This is an optimization exercise on Yosys and OpenROAD, whose aim is small area, not a production implementation.
Only simulation tests tie the RTL to the original design; equivalence was not proved.

==> inputs of v12 <==
Design power, start of the top module:
module power #(
    parameter DATA_WIDTH = 32
)(
    input  wire                     clk,
    input  wire                     reset_n,
    input  wire                     s_valid,
    input  wire  [DATA_WIDTH-1:0]   s_data,
    output wire                     s_ready,
    input  wire                     m_ready,
    output wire                     m_valid,
    output wire  [63:0]             m_data
);
  wire [31:0] s_data_n;
  power_inv u_inv (.a(s_data), .y(s_data_n));
  wire p1 = ~(s_data_n[0] | s_data_n[1]);
  wire p2 = ~(s_data_n[0] | s_data_n[2]);
  wire p3 = ~(s_data_n[0] | s_data_n[3]);
  wire p4 = ~(s_data_n[0] | s_data_n[4]);
  wire p5 = ~(s_data_n[0] | s_data_n[5]);
  wire p6 = ~(s_data_n[0] | s_data_n[6]);
  wire p7 = ~(s_data_n[0] | s_data_n[7]);
  wire p8 = ~(s_data_n[0] | s_data_n[8]);
  wire p9 = ~(s_data_n[0] | s_data_n[9]);
  wire p10 = ~(s_data_n[0] | s_data_n[10]);
  wire p11 = ~(s_data_n[0] | s_data_n[11]);
  wire p12 = ~(s_data_n[0] | s_data_n[12]);
  wire p13 = ~(s_data_n[0] | s_data_n[13]);
  wire p14 = ~(s_data_n[0] | s_data_n[14]);
  wire p15 = ~(s_data_n[0] | s_data_n[15]);
  wire p16 = ~(s_data_n[0] | s_data_n[16]);
  wire p17 = ~(s_data_n[0] | s_data_n[17]);
  wire p18 = ~(s_data_n[0] | s_data_n[18]);
  wire p19 = ~(s_data_n[0] | s_data_n[19]);
  wire p20 = ~(s_data_n[0] | s_data_n[20]);
  wire p21 = ~(s_data_n[0] | s_data_n[21]);
  wire p22 = ~(s_data_n[0] | s_data_n[22]);
  wire p23 = ~(s_data_n[0] | s_data_n[23]);
  wire p24 = ~(s_data_n[0] | s_data_n[24]);
  wire p25 = ~(s_data_n[0] | s_data_n[25]);
  wire p26 = ~(s_data_n[0] | s_data_n[26]);
  wire p27 = ~(s_data_n[0] | s_data_n[27]);
  wire p28 = ~(s_data_n[0] | s_data_n[28]);
  wire p29 = ~(s_data_n[0] | s_data_n[29]);
  wire p30 = ~(s_data_n[0] | s_data_n[30]);
  wire p31 = ~(s_data_n[0] | s_data_n[31]);
  wire p32 = ~(s_data_n[1] | s_data_n[2]);
  wire p33 = ~(s_data_n[1] | s_data_n[3]);
  wire p34 = ~(s_data_n[1] | s_data_n[4]);
  wire p35 = ~(s_data_n[1] | s_data_n[5]);
  wire p36 = ~(s_data_n[1] | s_data_n[6]);
  wire p37 = ~(s_data_n[1] | s_data_n[7]);
  ...
clock: 11.0 ns
lec_check: 0
cap_margin: 20
core_margin: 2
core_utilization: 65
place_density: 0.75
slew_margin: 20
synth_hierarchical: 1
run.sh (not shown) runs the stock make flow with config.mk's settings and CLKGATE_MAP_FILE= SYNTH_SCRIPT=/design/flow/synth_recipe.tcl, a recipe that flattens the netlist after the stock synthesis.
==> v9 (differences from v12) <==
--- a/flow/config.mk
+++ b/flow/config.mk
@@ -7,7 +7,6 @@
 export LEC_CHECK = 0
 export CAP_MARGIN = 20
 export CORE_MARGIN = 2
-export CORE_UTILIZATION = 65
-export PLACE_DENSITY = 0.75
+export CORE_UTILIZATION = 40
 export SLEW_MARGIN = 20
 export SYNTH_HIERARCHICAL = 1
==> v1 (differences from v12) <==
--- a/flow/config.mk
+++ b/flow/config.mk
@@ -5,9 +5,9 @@
 export SDC_FILE = /design/flow/constraint.sdc
 export NUM_CORES = 4
 export LEC_CHECK = 0
-export CAP_MARGIN = 20
+export CAP_MARGIN = 5
 export CORE_MARGIN = 2
 export CORE_UTILIZATION = 65
 export PLACE_DENSITY = 0.75
-export SLEW_MARGIN = 20
+export SLEW_MARGIN = 5
 export SYNTH_HIERARCHICAL = 1
==> impl_results.md <==
* Clk cell area share at 0.913%
* Status: no timing/DRC/antenna violations
* Global Route met2 Usage at 64.6%
* M1 GR Usage at 47.9%
* Final cell count without fillers at 6919
* Clk latency of the worst-skew pair at approximately 0.48 ns
* Num tapcells at 1254
* Slew @ Worst Pin at ~1.2 ns
the above is filed under v1

==> impl_results.md <==
* Status: no timing/DRC/antenna violations
* Top Registers: r_x2 (61), r_x4 (60)
* Final cell count without fillers at 6919
* Global Route met2 Usage at approximately 65%
* Tmin final at 10.23 ns
* Num tapcells at 1254
* Multi-input gate area at 0.0542 sq mm
* Clk cell area share at less than 1%
* Worst EP required at 8.80 ns
* Fmax at 0.0977 GHz
* Detailed-route wire length at 178 mm
* Slew @ Worst Pin at 1.24 ns
the above is filed under v12

==> impl_results.md <==
* Slew @ Worst Pin at 1.22 ns
* Clk latency of the worst-skew pair at 0.51 ns
* Maxcap violations at 0
* Reg clk slew, reported paths at ~0.080 ns
* Hold buffers post-CTS at 0
* M1 GR Usage at roughly 31%
* Global Route met2 Usage at about 42%
* Status: no timing/DRC/antenna violations
* Wire per inst at 24.7 um
* Chip height at around 390 um
* Clk cell area share at 0.906%
* Final cell count without fillers at 7698
* Num tapcells at 2030
the above is filed under v9


* * *

==> 06-27 <==
power, a different RTL version from the one above (not shown whole).
clock: 11.0 ns
lec_check: 0
cap_margin: 20
core_margin: 2
core_utilization: 40
slew_margin: 20
synth_hierarchical: 1
==> inputs of 12-26, as changes to 06-27 <==
==> flow/flow/run.sh (new file) <==
#!/bin/bash
# The standard layout (standard.sh, its synthesis unchanged), with these
# changes after synthesis:
#  - the port buffers that global placement inserts are buf_1 cells
#    (buffer_ports picks clkdlybuf4s50_1 on its own);
#  - clock tree synthesis inserts no dummy loads (its arguments are ORFS's
#    own, with the buffer list of config.mk, plus -dont_use_dummy_load);
set -euo pipefail
bash standard.sh 'BUFFER_PORTS_ARGS=-buffer_cell sky130_fd_sc_hd__buf_1' \
  'CTS_ARGS=-sink_clustering_enable -repair_clock_nets -buf_list sky130_fd_sc_hd__clkbuf_8 -dont_use_dummy_load' \
  PRE_GLOBAL_PLACE_TCL="$PWD/flow/unbuffer.tcl" \
  finish > standard_flow.log 2>&1
==> flow/flow/unbuffer.tcl (new file) <==
# Global placement runs without timing-driven mode here, which would skip
# ORFS's removal of the buffers that synthesis (abc) inserted: remove them.
remove_buffers
==> flow/standard.sh (new file) <==
#!/bin/bash
# synth_recipe.tcl (not shown) runs the flow's synth.tcl, then flattens the netlist and writes it again
# the make line also repeats each setting of config.mk as NAME=value (left out here)
make -C /OpenROAD-flow-scripts/flow DESIGN_CONFIG=/design/flow/config.mk WORK_HOME=/design/flow/orfs CLKGATE_MAP_FILE= SYNTH_SCRIPT=/design/flow/synth_recipe.tcl "${@:-finish}"
--- a/flow/config.mk
+++ b/flow/config.mk
@@ -10,2 +10,4 @@
 export CORE_UTILIZATION = 40
+export CTS_BUF_LIST = sky130_fd_sc_hd__clkbuf_8
+export GPL_TIMING_DRIVEN = 0
 export SLEW_MARGIN = 20
removed: flow/run.sh
==> flow_metrics.env <==
export IMPL_cts_root_buf="clkbuf_8"
export IMPL_startpoint="r_x4[19]"
export IMPL_status="complete, no violations"
export IMPL_critPathMaxFanout=15
export IMPL_postCtsSetupRepairBufs=5
export IMPL_finClkSkew_ns=0.0484
(the above is from 12-26)
==> flow_metrics.env <==
export IMPL_status="complete, no violations"
export IMPL_cts_root_buf="clkbuf_16"
export IMPL_finClkSkew_ns=0.0195
export IMPL_critPathMaxFanout=26
export IMPL_postCtsSetupRepairBufs=0
export IMPL_startpoint="r_x4[6]"
(the above is from 06-27)

[afterwards: timing with drivers on the ports]
Ports are ideal in the flow. The routed layouts listed here were re-timed in OpenROAD. Step 1 sets driving cells, clkbuf_16 on the clock port and buf_2 on the other inputs (assumed; they add their load-dependent delay and slew). Step 2 also shifts input and output timing later by t, the mid clock arrival at the registers, as if the neighbouring blocks saw the same clock. Slacks: ideal ports / drivers / drivers and shift; pairs: ideal ports / drivers.
| run | t (ns) | setup WS [ns] | worst hold slack (ns) | clock arrival spread, ns | pins driven straight from the clock port |
|---|---|---|---|---|---|
| v12 | 0.544 | 0.768 / 0.692 / 1.236 | 0.462 / 0.462 / 0.462 | 0.014 / 0.014 | 1 |
| v9 | 0.572 | 0.758 / 0.681 / 1.253 | 0.461 / 0.461 / 0.461 | 0.024 / 0.024 | 1 |
| v1 | 0.544 | 0.768 / 0.692 / 1.236 | 0.462 / 0.462 / 0.462 | 0.014 / 0.014 | 1 |
| 06-27 | 0.548 | 0.448 / 0.370 / 0.918 | 0.459 / 0.459 / 0.459 | 0.023 / 0.023 | 1 |
| 12-26 | 0.612 | 0.324 / 0.259 / 0.871 | 0.474 / 0.474 / 0.474 | 0.049 / 0.050 | 1 |
After both steps setup and hold are still met in every run listed.
